This design comes from an exercise in tuning for small area and a short achievable clock period on the open sky130 flow, not from production work.
Only simulation tests tie the RTL to the original design; equivalence was not proved.
No activity file was given, so power comes from the tool's default toggle rates.

==> flow/design.v <==
package panda_pkg;
  typedef enum logic [3:0] {
    ALU_ADD,
    ALU_SUB,
    ALU_AND,
    ALU_OR,
    ALU_XOR,
    ALU_SLL,
    ALU_SRL,
    ALU_SRA,
    ALU_EQ,
    ALU_NE,
    ALU_LT,
    ALU_LTU,
    ALU_GE,
    ALU_GEU
  } alu_operator_e;
  typedef enum logic [6:0] {
    OPCODE_LOAD     = 7'b0000011,
    OPCODE_MISC_MEM = 7'b0001111,
    OPCODE_OP_IMM   = 7'b0010011,
    OPCODE_AUIPC    = 7'b0010111,
    OPCODE_STORE    = 7'b0100011,
    OPCODE_OP       = 7'b0110011,
    OPCODE_LUI      = 7'b0110111,
    OPCODE_BRANCH   = 7'b1100011,
    OPCODE_JALR     = 7'b1100111,
    OPCODE_JAL      = 7'b1101111,
    OPCODE_SYSTEM   = 7'b1110011
  } opcode_e;
endpackage
module panda_adder (
  input  logic [31:0] operand_a_i,
  input  logic [31:0] operand_b_i,
  input  logic        subtract_i,
  output logic [31:0] p_o,
  output logic [31:0] g_o,
  output logic [31:0] sum_o,
  output logic        carry_o
);
  logic [31:0] pn, gn, gn0;
  panda_adder_pg i_pg (
    .operand_a_i(operand_a_i),
    .operand_b_i(operand_b_i),
    .subtract_i (subtract_i ),
    .pn_o       (pn         ),
    .gn_o       (gn         ),
    .gcn_o      (gn0        )
  );
  logic [31:0] g1, p1, g2n, p2n, g3, p3, g4n, p4n, g5, p5;
  panda_adder_pfx_n2p #(.D(1))  i_l1 (.gn_i(gn0), .pn_i(pn),  .g_o(g1),  .p_o(p1));
  panda_adder_pfx_p2n #(.D(2))  i_l2 (.g_i(g1),   .p_i(p1),   .gn_o(g2n), .pn_o(p2n));
  panda_adder_pfx_n2p #(.D(4))  i_l3 (.gn_i(g2n), .pn_i(p2n), .g_o(g3),  .p_o(p3));
  panda_adder_pfx_p2n #(.D(8))  i_l4 (.g_i(g3),   .p_i(p3),   .gn_o(g4n), .pn_o(p4n));
  panda_adder_pfx_n2p #(.D(16)) i_l5 (.gn_i(g4n), .pn_i(p4n), .g_o(g5),  .p_o(p5));
  assign sum_o   = ~pn ^ {g5[30:0], subtract_i};
  assign carry_o = g5[31];
  assign p_o     = ~pn;
  assign g_o     = ~gn;
endmodule
module panda_adder_pg (
  input  logic [31:0] operand_a_i,
  input  logic [31:0] operand_b_i,
  input  logic        subtract_i,
  output logic [31:0] pn_o,
  output logic [31:0] gn_o,
  output logic [31:0] gcn_o    
);
  logic [31:0] bx;
  assign bx    = operand_b_i ^ {32{subtract_i}};
  assign pn_o  = ~(operand_a_i ^ bx);
  assign gn_o  = ~(operand_a_i & bx);
  assign gcn_o = {gn_o[31:1],
                  ~((operand_a_i[0] & bx[0]) | ((operand_a_i[0] | bx[0]) & subtract_i))};
endmodule
module panda_adder_pfx_n2p #(
  parameter int D = 1
) (
  input  logic [31:0] gn_i,
  input  logic [31:0] pn_i,
  output logic [31:0] g_o,
  output logic [31:0] p_o
);
  for (genvar i = 0; i < 32; i++) begin : g_node
    if (i >= D) begin : g_comb
      assign g_o[i] = ~(gn_i[i] & (pn_i[i] | gn_i[i-D]));
      assign p_o[i] = ~(pn_i[i] | pn_i[i-D]);
    end else begin : g_pass
      assign g_o[i] = ~gn_i[i];
      assign p_o[i] = ~pn_i[i];
    end
  end
endmodule
module panda_adder_pfx_p2n #(
  parameter int D = 1
) (
  input  logic [31:0] g_i,
  input  logic [31:0] p_i,
  output logic [31:0] gn_o,
  output logic [31:0] pn_o
);
  for (genvar i = 0; i < 32; i++) begin : g_node
    if (i >= D) begin : g_comb
      assign gn_o[i] = ~(g_i[i] | (p_i[i] & g_i[i-D]));
      assign pn_o[i] = ~(p_i[i] & p_i[i-D]);
    end else begin : g_pass
      assign gn_o[i] = ~g_i[i];
      assign pn_o[i] = ~p_i[i];
    end
  end
endmodule
module panda_comparator_sub #(
  parameter int unsigned Width = 32
) (
  input  logic [Width-1:0] sub_result_i,  
  input  logic             msb_a_i,       
  input  logic             msb_b_i,       
  input  logic             sign_i,        
  output logic             is_equal_o,    
  output logic             is_less_o      
);
  assign is_equal_o = sub_result_i == {Width{1'b0}};
  always_comb begin
    if (msb_a_i ^ msb_b_i) begin
      is_less_o = msb_b_i ^ sign_i;
    end else begin
      is_less_o = sub_result_i[Width-1];
    end
  end
endmodule
module panda_shifter (
  input  logic        arithmetic_i,
  input  logic [31:0] operand_i,
  input  logic [ 4:0] amount_i,
  output logic [31:0] left_no,    
  output logic [31:0] right_no    
);
  logic fill;
  assign fill = arithmetic_i & operand_i[31];
  logic [31:0] l [6];
  logic [31:0] r [6];
  assign l[0] = operand_i;
  assign r[0] = operand_i;
  for (genvar s = 0; s < 5; s++) begin : g_stage
    panda_shift_stage #(.D(1 << s), .Left(1), .InvIn(s % 2)) i_left (
      .data_i  (l[s]       ),
      .amount_i(amount_i[s]),
      .fill_i  (1'b0       ),
      .data_o  (l[s+1]     )
    );
    panda_shift_stage #(.D(1 << s), .Left(0), .InvIn(s % 2)) i_right (
      .data_i  (r[s]                   ),
      .amount_i(amount_i[s]            ),
      .fill_i  (fill ^ ((s % 2) == 1)  ),
      .data_o  (r[s+1]                 )
    );
  end
  assign left_no  = l[5];
  assign right_no = r[5];
endmodule
module panda_shift_stage #(
  parameter int D     = 1,
  parameter bit Left  = 1'b0,
  parameter bit InvIn = 1'b0
) (
  input  logic [31:0] data_i,
  input  logic        amount_i,
  input  logic        fill_i,
  output logic [31:0] data_o
);
  logic [31:0] shifted;
  if (Left) begin : g_left
    assign shifted = {data_i[31-D:0], {D{InvIn}}};
  end else begin : g_right
    assign shifted = {{D{fill_i}}, data_i[31:D]};
  end
  assign data_o = ~(amount_i ? shifted : data_i);
endmodule
module panda_alu (
  input  logic [ 3:0] operator_i,
  input  logic [31:0] operand_a_i,
  input  logic [31:0] operand_b_i,
  output logic [31:0] result_o
);
  logic adder_sub, arithmetic;
  logic en_add, en_and, en_or, en_xor, en_sll, en_sr;
  logic en_eq, en_ne, en_lt, en_ltu, en_ge, en_geu;
  panda_alu_decode i_decode (
    .operator_i  (operator_i),
    .adder_sub_o (adder_sub ),
    .arithmetic_o(arithmetic),
    .en_o        ({en_add, en_and, en_or, en_xor, en_sll, en_sr,
                   en_eq, en_ne, en_lt, en_ltu, en_ge, en_geu})
  );
  logic [31:0] p, g, sum;
  logic        carry;
  panda_adder i_adder (
    .operand_a_i(operand_a_i),
    .operand_b_i(operand_b_i),
    .subtract_i (adder_sub  ),
    .p_o        (p          ),
    .g_o        (g          ),
    .sum_o      (sum        ),
    .carry_o    (carry      )
  );
  logic [31:0] shift_left_n, shift_right_n;
  panda_shifter i_shifter (
    .arithmetic_i(arithmetic      ),
    .operand_i   (operand_a_i     ),
    .amount_i    (operand_b_i[4:0]),
    .left_no     (shift_left_n    ),
    .right_no    (shift_right_n   )
  );
  logic cmp1, cmp0;
  panda_alu_compare i_compare (
    .p_i    (p                                   ),
    .signs_i(operand_a_i[31] ^ operand_b_i[31]   ),
    .en_i   ({en_eq, en_ne, en_lt, en_ltu, en_ge, en_geu}),
    .cmp1_o (cmp1                                ),
    .cmp0_o (cmp0                                )
  );
  panda_alu_select i_select (
    .en_i         ({en_add, en_and, en_or, en_xor, en_sll, en_sr}),
    .sum_i        (sum          ),
    .p_i          (p            ),
    .g_i          (g            ),
    .shift_left_ni (shift_left_n ),
    .shift_right_ni(shift_right_n),
    .carry_i      (carry        ),
    .cmp1_i       (cmp1         ),
    .cmp0_i       (cmp0         ),
    .result_o     (result_o     )
  );
endmodule
module panda_alu_decode (
  input  logic [ 3:0] operator_i,
  output logic        adder_sub_o,
  output logic        arithmetic_o,
  output logic [11:0] en_o    
);
  logic [3:0] op;
  assign op = operator_i;
  assign adder_sub_o  = (op == panda_pkg::ALU_SUB) | op[3];
  assign arithmetic_o = op == panda_pkg::ALU_SRA;
  assign en_o = {(op == panda_pkg::ALU_ADD) | (op == panda_pkg::ALU_SUB),
                 op == panda_pkg::ALU_AND,
                 op == panda_pkg::ALU_OR,
                 op == panda_pkg::ALU_XOR,
                 op == panda_pkg::ALU_SLL,
                 (op == panda_pkg::ALU_SRL) | (op == panda_pkg::ALU_SRA),
                 op == panda_pkg::ALU_EQ,
                 op == panda_pkg::ALU_NE,
                 op == panda_pkg::ALU_LT,
                 op == panda_pkg::ALU_LTU,
                 op == panda_pkg::ALU_GE,
                 op == panda_pkg::ALU_GEU};
endmodule
module panda_alu_compare (
  input  logic [31:0] p_i,
  input  logic        signs_i,    
  input  logic [ 5:0] en_i,       
  output logic        cmp1_o,     
  output logic        cmp0_o      
);
  logic is_equal, en_eq, en_ne, en_lt, en_ltu, en_ge, en_geu;
  assign {en_eq, en_ne, en_lt, en_ltu, en_ge, en_geu} = en_i;
  assign is_equal = &p_i;
  logic eq_res;
  assign eq_res = (en_eq & is_equal) | (en_ne & ~is_equal);
  assign cmp1_o = eq_res | (en_lt & signs_i)  | (en_ge & ~signs_i) | en_geu;
  assign cmp0_o = eq_res | (en_lt & ~signs_i) | (en_ge & signs_i)  | en_ltu;
endmodule
module panda_alu_select (
  input  logic [ 5:0] en_i,    
  input  logic [31:0] sum_i,
  input  logic [31:0] p_i,
  input  logic [31:0] g_i,
  input  logic [31:0] shift_left_ni,
  input  logic [31:0] shift_right_ni,
  input  logic        carry_i,
  input  logic        cmp1_i,
  input  logic        cmp0_i,
  output logic [31:0] result_o
);
  logic en_add, en_and, en_or, en_xor, en_sll, en_sr;
  assign {en_add, en_and, en_or, en_xor, en_sll, en_sr} = en_i;
  assign result_o = ({32{en_add}} & sum_i)           |
                    ({32{en_and}} & g_i)             |
                    ({32{en_or}}  & (g_i | p_i))     |
                    ({32{en_xor}} & p_i)             |
                    ({32{en_sll}} & ~shift_left_ni)  |
                    ({32{en_sr}}  & ~shift_right_ni) |
                    {31'b0, carry_i ? cmp1_i : cmp0_i};
endmodule
module panda_rf_read #(
  parameter int N = 32
) (
  input  logic [N-1:0]       sel_i,
  input  logic [N-1:0][31:0] data_i,
  output logic [31:0]        data_o
);
  always_comb begin
    data_o = '0;
    for (int i = 0; i < N; i++) begin
      data_o = data_o | ({32{sel_i[i]}} & data_i[i]);
    end
  end
endmodule
module panda_exec (
  input  logic        clk_i,
  input  logic        rst_ni,
  input  logic [ 3:0] operator_i,
  input  logic [ 4:0] rs1_addr_i,
  input  logic [ 4:0] rs2_addr_i,
  input  logic [ 4:0] rd_addr_i,
  input  logic        rd_we_i,
  input  logic        use_imm_i,
  input  logic [31:0] imm_i,
  output logic [31:0] result_o
);
  logic [31:0]       operand_a;
  logic [31:0]       operand_b;
  logic [31:0]       alu_result;
  logic [31:0]       result_q;
  logic [31:1][31:0] regs_q;
  logic [31:1]       valid_q;    
  logic [31:1]       pend_q;     
  logic [31:1]       ready;      
  logic [ 4:0]       wr_addr_q;
  logic              wr_en_q;
  always_ff @(posedge clk_i or negedge rst_ni) begin
    if (~rst_ni) begin
      pend_q  <= '0;
      valid_q <= '0;
      wr_en_q <= 1'b0;
    end else begin
      for (int i = 1; i < 32; i++) begin
        pend_q[i] <= rd_we_i & (rd_addr_i == i);
      end
      valid_q <= valid_q | pend_q;
      wr_en_q <= rd_we_i & (rd_addr_i != 5'd0);
    end
  end
  always_ff @(posedge clk_i) begin
    wr_addr_q <= rd_addr_i;
  end
  always_ff @(posedge clk_i) begin
    for (int i = 1; i < 32; i++) begin
      if (pend_q[i]) begin
        regs_q[i] <= result_q;
      end
    end
  end
  assign ready = valid_q & ~pend_q;
  logic [31:1] sel1, sel2;
  logic        byp1, byp2;
  for (genvar i = 1; i < 32; i++) begin : g_sel
    assign sel1[i] = (rs1_addr_i == i) & ready[i];
    assign sel2[i] = (rs2_addr_i == i) & ready[i] & ~use_imm_i;
  end
  assign byp1 = wr_en_q & (rs1_addr_i == wr_addr_q);
  assign byp2 = wr_en_q & (rs2_addr_i == wr_addr_q) & ~use_imm_i;
  panda_rf_read #(.N(32)) i_read_a (
    .sel_i ({sel1, byp1}),
    .data_i({regs_q, result_q}),
    .data_o(operand_a)
  );
  panda_rf_read #(.N(33)) i_read_b (
    .sel_i ({sel2, byp2, use_imm_i}),
    .data_i({regs_q, result_q, imm_i}),
    .data_o(operand_b)
  );
  panda_alu i_alu (
    .operator_i (operator_i),
    .operand_a_i(operand_a ),
    .operand_b_i(operand_b ),
    .result_o   (alu_result)
  );
  always_ff @(posedge clk_i or negedge rst_ni) begin
    if (~rst_ni) begin
      result_q <= '0;
    end else begin
      result_q <= alu_result;
    end
  end
  assign result_o = result_q;
endmodule
==> flow/run.sh <==
#!/bin/bash
# synth_recipe.tcl (not shown) runs the flow's synth.tcl, then flattens the netlist and writes it again
# the make line also repeats each setting of config.mk as NAME=value (left out here)
make -C /OpenROAD-flow-scripts/flow DESIGN_CONFIG=/design/flow/config.mk WORK_HOME=/design/flow/orfs CLKGATE_MAP_FILE= SYNTH_SCRIPT=/design/flow/synth_recipe.tcl finish
==> flow/config.mk <==
export PLATFORM = sky130hd
export DESIGN_NAME = panda_exec
export DESIGN_NICKNAME = panda_exec
export VERILOG_FILES = /design/flow/design.v
export SDC_FILE = /design/flow/constraint.sdc
export NUM_CORES = 4
export LEC_CHECK = 0
export CAP_MARGIN = 20
export CORE_MARGIN = 2
export CORE_UTILIZATION = 40
export CTS_CLUSTER_DIAMETER = 80
export CTS_CLUSTER_SIZE = 24
export SETUP_SLACK_MARGIN = 3.0
export SLEW_MARGIN = 20
export SYNTH_HIERARCHICAL = 1
export TNS_END_PERCENT = 10
==> flow/constraint.sdc <==
create_clock -name core_clock -period 7.5 [get_ports {clk_i}]
set_input_delay 1.5000 -clock core_clock [delete_from_list [all_inputs] [get_ports {clk_i}]]
set_output_delay 1.5000 -clock core_clock [all_outputs]
set_load 0.01 [all_outputs]
==> results.json <==
{
  "status": "finished clean",
  "finalWirelength_mm": 259,
  "die_width_um": 366,
  "drive_gt1_share_pct": 22.3,
  "hp-class": "reg2reg",
  "drv_slew": 0,
  "io-pin-count": 87,
  "cts_tree": "built",
  "grt_use_met3_pct": 16.0,
  "worstReg2RegStart": "pend_q[16]",
  "p_per_area_mw_per_mm2": 226,
  "numPortBuffers": 86,
  "finalNetCount": 4322,
  "clk_pin_slew_ps": 90,
  "clock-sinks": 1092,
  "pre_cts_ws_ps": 403,
  "syn_area_per_cell_um2": 13.1,
  "p_sw_share_pct": 31.5,
  "fmax_ghz": 0.197,
  "drt-initial-drc-count": 10600,
  "met2_usage_pct": 51.9,
  "fin_tns_setup_ps": 0,
  "rows": 132,
  "yosysWarningCount": 14,
  "grt_pass1_wl_mm": 345,
  "cts_buffers": 57,
  "holdPathStages": 1,
  "seqPwrFrac_pct": 50.8,
  "crit_path_start_kind": "input port",
  "drv_cap": 0,
  "syn_area_mm2": 0.0525,
  "clockBufferDepth": 3,
  "switchingPower_mw": 4.41,
  "die_h_um": 366,
  "cp-end-kind": "flop",
  "vias_per_cell": 7.45,
  "synthToLayoutAreaGrowth_pct": 17.8,
  "worstPathMaxFanout": 13,
  "drcViolationCount": 0,
  "rrSetupSlack_ps": 2640,
  "finalSetupViolCount": 0,
  "cts-root-buf": "clkbuf_16",
  "syn_nets": 4085,
  "p_int_mw": 9.59,
  "grt_start_max_net_pins": 65,
  "cts_hold_buf": 0,
  "period_share_pct": 67.6,
  "finish.utilization_pct": 47.6,
  "initial_core_util_pct": 40.4,
  "syn_inst": 3998,
  "rr_worst_depth": 20,
  "hold_violations": 0,
  "regToRegEndpoint": "result_q[18]",
  "grt_pass1_vias": 42300,
  "worstSkewPairLatency_ps": 760,
  "skew_ps": 55.3,
  "layout_setup_ws_ps": 2430,
  "peakVddDrop_mv": 0.211,
  "vias": 44800,
  "die_area_mm2": 0.134,
  "min_from": "valid_q[23]",
  "grt_antenna_before_repair": 10,
  "relSlewSlack_pct": 23.0,
  "grt_overflow_total": 0,
  "coreArea_mm2": 0.130,
  "p_leak_nw": 21.1,
  "first_pass_iters": 12,
  "min_period_ps": 5070,
  "worstMarginPinSlew_ps": 1160,
  "grt_usage_pct": 37.0,
  "power_frac_clock_pct": 25.9,
  "gr-max-usage-layer": "met2",
  "route.detailed.wl_per_inst_um": 43.0,
  "grt_use_met1_pct": 45.4,
  "place_hpwl_mm": 141,
  "gp_congestion": 1.02,
  "worstPathRequired_ps": 8080,
  "ant_nets": 0,
  "cp_data_arrival_time_ps": 5650,
  "crit_type": "in2reg",
  "whs_endpoint": "valid_q[23]",
  "rsz0062_at_grt": "yes",
  "combPwrFrac_pct": 23.3,
  "htree_levels": 2
}
==> through the flow <==
| stage | area, um2 | std cells | hold slack (ps) | power, mW |
|---|---|---|---|---|
| floorplan | 53000 | 3998 | 438 | 8.79 |
| global placement | 56200 | 5741 | 450 | 9.87 |
| detailed placement | 56200 | 5741 | 451 | 9.86 |
| CTS | 61300 | 5991 | 472 | 13.7 |
| global route | 61800 | 6006 | 485 | 14.3 |
| finish | 61800 | 6014 | 472 | 14.0 |
==> what timing repair did <==
item                                    CTS  global route
pin swaps                               138            38
endpoints found under the setup margin   32            32
setup buffers                           146            12
gates resized for setup                 429            87
gates cloned                             16             3
==> layout make-up <==
class	count	area, um2
antenna	8	20.0
clock buffer	70	1500
clock inverter	18	244
fill	11400	68000
inverter	225	878
multi-input combinational	2382	19500
sequential	1092	32300
tap	1742	2180
timing repair buffer	477	5240
==> critical path, stage by stage <==
cell and delay [ps]:
buf_4 130, buf_12 120, and2b_4 300, nand2_4 120, nor4_4 300, buf_6 230, buf_12 230, a22oi_1 130
nand4_1 140, nor4_4 70, nand2_4 220, buf_12 220, mux2i_2 290, mux2i_2 130, mux2i_1 270, mux2i_1 130
mux2i_2 330, inv_1 80, a222oi_1 580, nand2_1 100
==> metal layers <==
layer | part of all wire (%) | vias up
met5 | 0.020 | -
met4 | 9.3 | 6
met3 | 18 | 1416
met2 | 40 | 5005
met1 | 33 | 21800
li1 | - | 16600
==> power groups by stage <==
| stage | sequential [mW] | combinational (mW) | clock, mW |
|---|---|---|---|
| finish | 7.10 | 3.26 | 3.63 |
| global route | 7.11 | 3.38 | 3.79 |
| CTS | 7.10 | 3.05 | 3.60 |
| detailed placement | 7.23 | 2.63 | 0 |
| global placement | 7.23 | 2.63 | 0 |
| floorplan | 7.39 | 1.40 | 0 |
==> flip-flops by register name, summed over array words and instances (netlist names) <==
signal     count
regs_q       992
result_q      32
pend_q        31
valid_q       31
wr_addr_q      5
wr_en_q        1
==> cells in the final DEF, fill, tap and decap left out, types with 19 or more instances in the layout <==
master,instances
inv_1,194
a22oi_1,969
edfxtp_1,992
buf_12,65
nor2_4,20
mux2i_2,23
nand3_1,39
or2_2,31
buf_6,56
ha_1,23
dfrtp_2,32
dfrtp_1,63
nand2_2,25
a21oi_1,32
nor2_1,68
nor4_2,25
buf_4,243
nand2_1,86
a21oi_2,19
xor2_1,24
or4_4,32
nor3_2,22
clkdlybuf4s50_1,74
nand2b_1,58
o21ai_2,24
inv_2,20
clkbuf_16,60
mux2i_1,266
nand4_1,234
xnor2_1,36
a22oi_2,55
o21ai_1,47
a222oi_1,64
nor3_4,34
==> how the worst max path moves through the flow <==
stage	end	startpoint	slack (ps)	cells after the start
floorplan	result_q[31]	rs2_addr_i[1]	2950	20
global placement	result_q[25]	rs2_addr_i[2]	380	21
detailed placement	result_q[25]	rs2_addr_i[2]	400	21
CTS	result_q[25]	use_imm_i	2560	22
global route	result_q[18]	rs2_addr_i[1]	2360	22
finish	result_q[18]	use_imm_i	2430	20

## afterwards: timing with drivers on the ports
In the flow no input, the clock included, has a driving cell. The finished layout below was timed again as built, in two steps. Step 1: set_driving_cell puts a clkbuf_16 on clk_i and a buf_2 on each other input, an assumption about the parent block. Step 2 adds t to the input delays and takes it off the output delays; t is the mean of the earliest and latest rising clock arrival at the registers after step 1. Input paths then give back, and output paths get back, about the clock's delay inside the block. Three values: ideal, step 1, step 2; two values: the first two.
shift t [ns]: 0.806
setup slack, ns: 2.433 / 2.482 / 1.676
clock arrival spread, ns: 0.060 / 0.060
worst slew at a driven data input, ns: 0.05
cell pins on the clock port's net: 1
After both steps setup and hold are still met in this run. For this run, drivers alone change the setup slack by +0.049 ns; drivers and shift together by -0.757 ns.
